What follows belongs to an exercise in optimizing a design on an open flow for small area; a production flow would make more cautious choices. Only simulation tests tie the RTL to the original design; equivalence was not proved.

v6:
==> flow/design.v <==
module adder_32b (a, b, ci, y, co, p, g);
  input  [31:0] a, b;
  input  ci;
  output [31:0] y;
  output co;
  output [31:0] p, g;
  assign p = a ^ b;
  wire [31:0] g0 = {a[31:1] & b[31:1], (a[0] & b[0]) | (p[0] & ci)};
  assign g = g0;
  wire [31:0] G [0:5];
  wire [31:0] P [0:5];
  assign G[0] = g0;
  assign P[0] = p;
  genvar l, i;
  generate
    for (l = 1; l <= 5; l = l + 1) begin : up
      for (i = 0; i < 32; i = i + 1) begin : n
        if (((i + 1) % (1 << l)) == 0) begin : c
          assign G[l][i] = G[l-1][i] | (P[l-1][i] & G[l-1][i - (1 << (l-1))]);
          assign P[l][i] = P[l-1][i] & P[l-1][i - (1 << (l-1))];
        end else begin : t
          assign G[l][i] = G[l-1][i];
          assign P[l][i] = P[l-1][i];
        end
      end
    end
  endgenerate
  wire [31:0] C;
  generate
    for (i = 0; i < 32; i = i + 1) begin : d
      if (((i + 1) & i) == 0) begin : full
        assign C[i] = G[5][i];
      end else begin : part
        localparam integer J = (i + 1) & ~i;
        localparam integer L = (J == 1) ? 0 : (J == 2) ? 1 : (J == 4) ? 2 : (J == 8) ? 3 : 4;
        assign C[i] = G[L][i] | (P[L][i] & C[i - J]);
      end
    end
  endgenerate
  assign y = p ^ {C[30:0], ci};
  assign co = C[31];
endmodule
module alu (a, b, sub, logic_op, do_or, do_slt, y_n, sum, eq);
  input  [31:0] a, b;
  input  sub, logic_op, do_or, do_slt;
  output [31:0] y_n, sum;    
  output eq;
  wire [31:0] bx = b ^ {32{sub}};
  wire [31:0] p, g;
  wire co;
  adder_32b ADD (.a(a), .b(bx), .ci(sub), .y(sum), .co(co), .p(p), .g(g));
  assign eq = &p;
  wire c_or  = logic_op & do_or;
  wire c_sum = ~logic_op & ~do_slt;
  wire t0_n;
  genvar i;
  generate
    for (i = 1; i < 32; i = i + 1) begin : r
      aoi3 R (logic_op, g[i], c_or, p[i], c_sum, sum[i], y_n[i]);
    end
  endgenerate
  aoi3 R0 (logic_op, g[0], c_or, p[0], c_sum, sum[0], t0_n);
  assign y_n[0] = t0_n & ~(do_slt & ~co);
endmodule
module aoi3 (a0, b0, a1, b1, a2, b2, y);
  input a0, b0, a1, b1, a2, b2;
  output y;
  assign y = ~((a0 & b0) | (a1 & b1) | (a2 & b2));
endmodule
module nand11 (x, y);
  input [10:0] x;
  output y;
  assign y = ~&x;
endmodule
module rd_bit (d, s, y);
  input  [30:0] d, s;
  output y;
  wire [10:0] t;
  genvar k;
  generate
    for (k = 0; k < 10; k = k + 1) begin : a
      aoi3 A (d[3*k], s[3*k], d[3*k+1], s[3*k+1], d[3*k+2], s[3*k+2], t[k]);
    end
  endgenerate
  assign t[10] = ~(d[30] & s[30]);
  nand11 N (t, y);
endmodule
module dec31 (a, s);
  input  [4:0] a;
  output [30:0] s;
  genvar i;
  generate
    for (i = 1; i < 32; i = i + 1) begin : d
      assign s[i-1] = (a == i);
    end
  endgenerate
endmodule
module reg_file (clk, rst, we, wr_reg, wr_data, rd_reg1, rd_reg2, rd_data1, rd_data2);
  input clk, rst, we;
  input [4:0] wr_reg, rd_reg1, rd_reg2;
  input [31:0] wr_data;
  output [31:0] rd_data1, rd_data2;
  reg  [31:0] rf [1:31];
  wire [30:0] s1a, s1b, s2a, s2b;
  dec31 D1A (rd_reg1, s1a);
  dec31 D1B (rd_reg1, s1b);
  dec31 D2A (rd_reg2, s2a);
  dec31 D2B (rd_reg2, s2b);
  wire [30:0] col [0:31];
  genvar i, j;
  generate
    for (i = 1; i < 32; i = i + 1) begin : g
      wire wen = rst | (we & (wr_reg == i));
      always @(posedge clk)
        if (wen) rf[i] <= wr_data;
      for (j = 0; j < 32; j = j + 1) begin : c
        assign col[j][i-1] = rf[i][j];
      end
    end
    for (j = 0; j < 32; j = j + 1) begin : b
      rd_bit P1 (.d(col[j]), .s(j < 16 ? s1a : s1b), .y(rd_data1[j]));
      rd_bit P2 (.d(col[j]), .s(j < 16 ? s2a : s2b), .y(rd_data2[j]));
    end
  endgenerate
endmodule
module shl2 (pc, imm, pc4, btgt);
  input  [31:0] pc;
  input  [15:0] imm;
  output [31:0] pc4, btgt;
  wire [15:0] lo = pc[17:2];
  wire [13:0] hi = pc[31:18];
  wire [13:0] hi_inc = hi + 14'd1;
  wire [13:0] hi_dec = hi - 14'd1;
  wire [15:0] lo_inc = lo + 16'd1;
  wire lo_all = &lo;
  assign pc4 = {lo_all ? hi_inc : hi, lo_inc, pc[1:0]};
  wire [16:0] c;
  wire [15:0] blo;
  assign c[0] = 1'b1;
  genvar i;
  generate
    for (i = 0; i < 16; i = i + 1) begin : r
      assign blo[i] = lo[i] ^ imm[i] ^ c[i];
      assign c[i+1] = (lo[i] & imm[i]) | (lo[i] & c[i]) | (imm[i] & c[i]);
    end
  endgenerate
  wire s = imm[15];
  wire [13:0] bhi = (s == c[16]) ? hi : (c[16] ? hi_inc : hi_dec);
  assign btgt = {bhi, blo, pc[1:0]};
endmodule
module mips_single_cycle (rst, clk, inst_adr, inst, data_adr, data_in, data_out, mem_read, mem_write);
  input rst, clk;
  output [31:0] inst_adr;
  input  [31:0] inst;
  output [31:0] data_adr;
  input  [31:0] data_in;
  output [31:0] data_out;
  output mem_read, mem_write;
  wire [5:0] op = inst[31:26];
  wire [5:0] fn = inst[5:0];
  wire [4:0] rs = inst[25:21];
  wire [4:0] rt = inst[20:16];
  wire [4:0] rd = inst[15:11];
  wire [31:0] se = {{16{inst[15]}}, inst[15:0]};
  wire is_r    = (op == 6'b000000);
  wire is_lw   = (op == 6'b100011);
  wire is_sw   = (op == 6'b101011);
  wire is_beq  = (op == 6'b000100);
  wire is_addi = (op == 6'b001001);
  wire is_slti = (op == 6'b001010);
  wire is_j    = (op == 6'b000010);
  wire is_jal  = (op == 6'b000011);
  wire is_jr   = (op == 6'b000110);
  wire f_add = (fn == 6'b100000);
  wire f_sub = (fn == 6'b100011);
  wire f_or  = (fn == 6'b100101);
  wire f_slt = (fn == 6'b101010);
  wire do_sub   = is_beq | is_slti | (is_r & (f_sub | f_slt));
  wire do_slt   = is_slti | (is_r & f_slt);
  wire logic_op = is_r & ~(f_add | f_sub | f_slt);
  wire do_or    = f_or;
  wire alu_src  = ~(is_r | is_beq);
  reg  [31:0] pc;
  wire [31:0] a, b_reg;
  wire [31:0] alu_y_n, sum;
  wire eq;
  alu ALU (.a(a), .b(alu_src ? se : b_reg), .sub(do_sub), .logic_op(logic_op),
           .do_or(do_or), .do_slt(do_slt), .y_n(alu_y_n), .sum(sum), .eq(eq));
  wire [31:0] pc4, btgt;
  shl2 NPC (.pc(pc), .imm(inst[15:0]), .pc4(pc4), .btgt(btgt));
  always @(posedge clk)
    if (rst) pc <= 32'd0;
    else if (is_j) pc <= {pc4[31:28], inst[25:0], 2'b00};
    else if (is_jal | is_jr) pc <= se;
    else if (is_beq & eq) pc <= btgt;
    else pc <= pc4;
  wire reg_write = is_r | is_lw | is_addi | is_slti | is_jal;
  wire [4:0] wr_reg = is_jal ? 5'd31 : is_r ? rd : rt;
  wire [31:0] wr_data_n = rst ? 32'hffffffff : is_jal ? ~pc4 : is_lw ? ~data_in : alu_y_n;
  wire [31:0] wr_data;
  genvar k;
  generate
    for (k = 0; k < 32; k = k + 1) begin : wd
      inv_cell I (.a(wr_data_n[k]), .y(wr_data[k]));
    end
  endgenerate
  reg_file RF (.clk(clk), .rst(rst), .we(reg_write), .wr_reg(wr_reg), .wr_data(wr_data),
               .rd_reg1(rs), .rd_reg2(rt), .rd_data1(a), .rd_data2(b_reg));
  assign inst_adr  = pc;
  assign data_adr  = sum;
  assign data_out  = b_reg;
  assign mem_read  = is_lw;
  assign mem_write = is_sw;
endmodule
module inv_cell (a, y);
  input a;
  output y;
  assign y = ~a;
endmodule
Settings: LEC_CHECK=0, CAP_MARGIN=5, CELL_PAD_IN_SITES_DETAIL_PLACEMENT=1, CORE_MARGIN=2, CORE_UTILIZATION=45, PLACE_DENSITY=0.5, SETUP_SLACK_MARGIN=0.0, SLEW_MARGIN=5, SYNTH_HIERARCHICAL=1; clock period 10.0 ns.
standard.sh (not shown) runs the stock make flow with config.mk's settings and CLKGATE_MAP_FILE= SYNTH_SCRIPT=/design/flow/synth_recipe.tcl, a recipe that flattens the netlist after the stock synthesis.
==> flow/flow/run.sh <==
#!/bin/bash
set -euo pipefail
export BUFFER_PORTS_ARGS="-buffer_cell sky130_fd_sc_hd__buf_2"
export CTS_ARGS="-sink_clustering_enable -repair_clock_nets -dont_use_dummy_load -buf_list {sky130_fd_sc_hd__clkbuf_16} -sink_clustering_size 24 -sink_clustering_max_diameter 100"
export FASTROUTE_TCL="$(pwd)/flow/fastroute.tcl"
bash standard.sh > standard.log 2>&1
==> flow/flow/fastroute.tcl <==
# Global routing layers: reserve more of met1/met2 for pin access so that
# the global router moves long wires up to met3/met4.
set_global_routing_layer_adjustment met1 0.6
set_global_routing_layer_adjustment met2 0.4
set_global_routing_layer_adjustment met3 0.2
set_global_routing_layer_adjustment met4 0.2
set_global_routing_layer_adjustment met5 0.2
set_routing_layers -clock met3-met5
set_routing_layers -signal met1-met5
What v7 does differently from v6 at the input level:
diff --git a/flow/design.v b/flow/design.v
--- a/flow/design.v
+++ b/flow/design.v
@@ -83,45 +83,33 @@
     end
   endgenerate
   assign t[10] = ~(d[30] & s[30]);
   nand11 N (t, y);
 endmodule
-module dec31 (a, s);
-  input  [4:0] a;
-  output [30:0] s;
-  genvar i;
-  generate
-    for (i = 1; i < 32; i = i + 1) begin : d
-      assign s[i-1] = (a == i);
-    end
-  endgenerate
-endmodule
 module reg_file (clk, rst, we, wr_reg, wr_data, rd_reg1, rd_reg2, rd_data1, rd_data2);
   input clk, rst, we;
   input [4:0] wr_reg, rd_reg1, rd_reg2;
   input [31:0] wr_data;
   output [31:0] rd_data1, rd_data2;
   reg  [31:0] rf [1:31];
-  wire [30:0] s1a, s1b, s2a, s2b;
-  dec31 D1A (rd_reg1, s1a);
-  dec31 D1B (rd_reg1, s1b);
-  dec31 D2A (rd_reg2, s2a);
-  dec31 D2B (rd_reg2, s2b);
+  wire [30:0] s1, s2;
   wire [30:0] col [0:31];
   genvar i, j;
   generate
     for (i = 1; i < 32; i = i + 1) begin : g
       wire wen = rst | (we & (wr_reg == i));
       always @(posedge clk)
         if (wen) rf[i] <= wr_data;
+      assign s1[i-1] = (rd_reg1 == i);
+      assign s2[i-1] = (rd_reg2 == i);
       for (j = 0; j < 32; j = j + 1) begin : c
         assign col[j][i-1] = rf[i][j];
       end
     end
     for (j = 0; j < 32; j = j + 1) begin : b
-      rd_bit P1 (.d(col[j]), .s(j < 16 ? s1a : s1b), .y(rd_data1[j]));
-      rd_bit P2 (.d(col[j]), .s(j < 16 ? s2a : s2b), .y(rd_data2[j]));
+      rd_bit P1 (.d(col[j]), .s(s1), .y(rd_data1[j]));
+      rd_bit P2 (.d(col[j]), .s(s2), .y(rd_data2[j]));
     end
   endgenerate
 endmodule
 module shl2 (pc, imm, pc4, btgt);
   input  [31:0] pc;
@@ -194,26 +182,14 @@
     else if (is_jal | is_jr) pc <= se;
     else if (is_beq & eq) pc <= btgt;
     else pc <= pc4;
   wire reg_write = is_r | is_lw | is_addi | is_slti | is_jal;
   wire [4:0] wr_reg = is_jal ? 5'd31 : is_r ? rd : rt;
-  wire [31:0] wr_data_n = rst ? 32'hffffffff : is_jal ? ~pc4 : is_lw ? ~data_in : alu_y_n;
-  wire [31:0] wr_data;
-  genvar k;
-  generate
-    for (k = 0; k < 32; k = k + 1) begin : wd
-      inv_cell I (.a(wr_data_n[k]), .y(wr_data[k]));
-    end
-  endgenerate
+  wire [31:0] wr_data = rst ? 32'd0 : is_jal ? pc4 : is_lw ? data_in : ~alu_y_n;
   reg_file RF (.clk(clk), .rst(rst), .we(reg_write), .wr_reg(wr_reg), .wr_data(wr_data),
                .rd_reg1(rs), .rd_reg2(rt), .rd_data1(a), .rd_data2(b_reg));
   assign inst_adr  = pc;
   assign data_adr  = sum;
   assign data_out  = b_reg;
   assign mem_read  = is_lw;
   assign mem_write = is_sw;
 endmodule
-module inv_cell (a, y);
-  input a;
-  output y;
-  assign y = ~a;
-endmodule
## What came out
Looking at period utilization, v7 sits above v6. Between v6 and v7, the flow reports number of instances in the synthesized netlist decreasing by a few percent. Against v6 as the reference, v7 delivers a higher buffer and inverter count on the worst path. Comparing v7 and v6, the lower clock edge transition at the registers on the reported setup and hold paths was measured on v7. For the minimum period implied by the final worst setup slack, v7 came in 120 ps higher than v6 did. There was hardly any difference in clock sink total between v6 and v7. The lower sequential share of the synthesized area came out of v6. v7 against v6: layout overhead on the synthesized area picked up an extra 2.1 points; mean number of vias per cell went up. Routed wire length essentially unchanged between v6 and v7. Re sequential share of cell area: v7 is 0.17 points down on v6. Between v7 and v6, the starting utilization of the core area figures differ only marginally. Against v6, v7 reports a non-clock buffer count that is lower. Diff v6 -> v7 | net count of the mapped netlist | down by a few percent.

-- static timing again, ports no longer ideal --
In the flow no input, the clock included, has a driving cell. The finished layouts below were timed again as built, in two steps. Step 1 sets driving cells, clkbuf_16 on the clock port and buf_2 on the other inputs (assumed; they add their load-dependent delay and slew). Step 2 adds t to the input delays and takes it off the output delays; t is the mean of the earliest and latest rising clock arrival at the registers after step 1. Input paths then give back, and output paths get back, about the clock's delay inside the block. Three values: ideal, step 1, step 2; two values: the first two.
| run | t, ns | setup slack, ns | worst setup path after step 2 | latest minus earliest clock arrival (ns) | worst data-port slew with drivers (ns) |
|---|---|---|---|---|---|
| v6 | 0.750 | 0.375 / 0.298 / -0.136 | input to register | 0.113 / 0.113 | 0.11 |
| v7 | 0.742 | 0.258 / 0.236 / -0.054 | input to register | 0.086 / 0.087 | 0.07 |
Met with ideal ports but missed after step 2: setup timing in v6 and v7. For v6, which loses most, drivers alone change the setup slack by -0.077 ns; drivers and shift together by -0.511 ns.
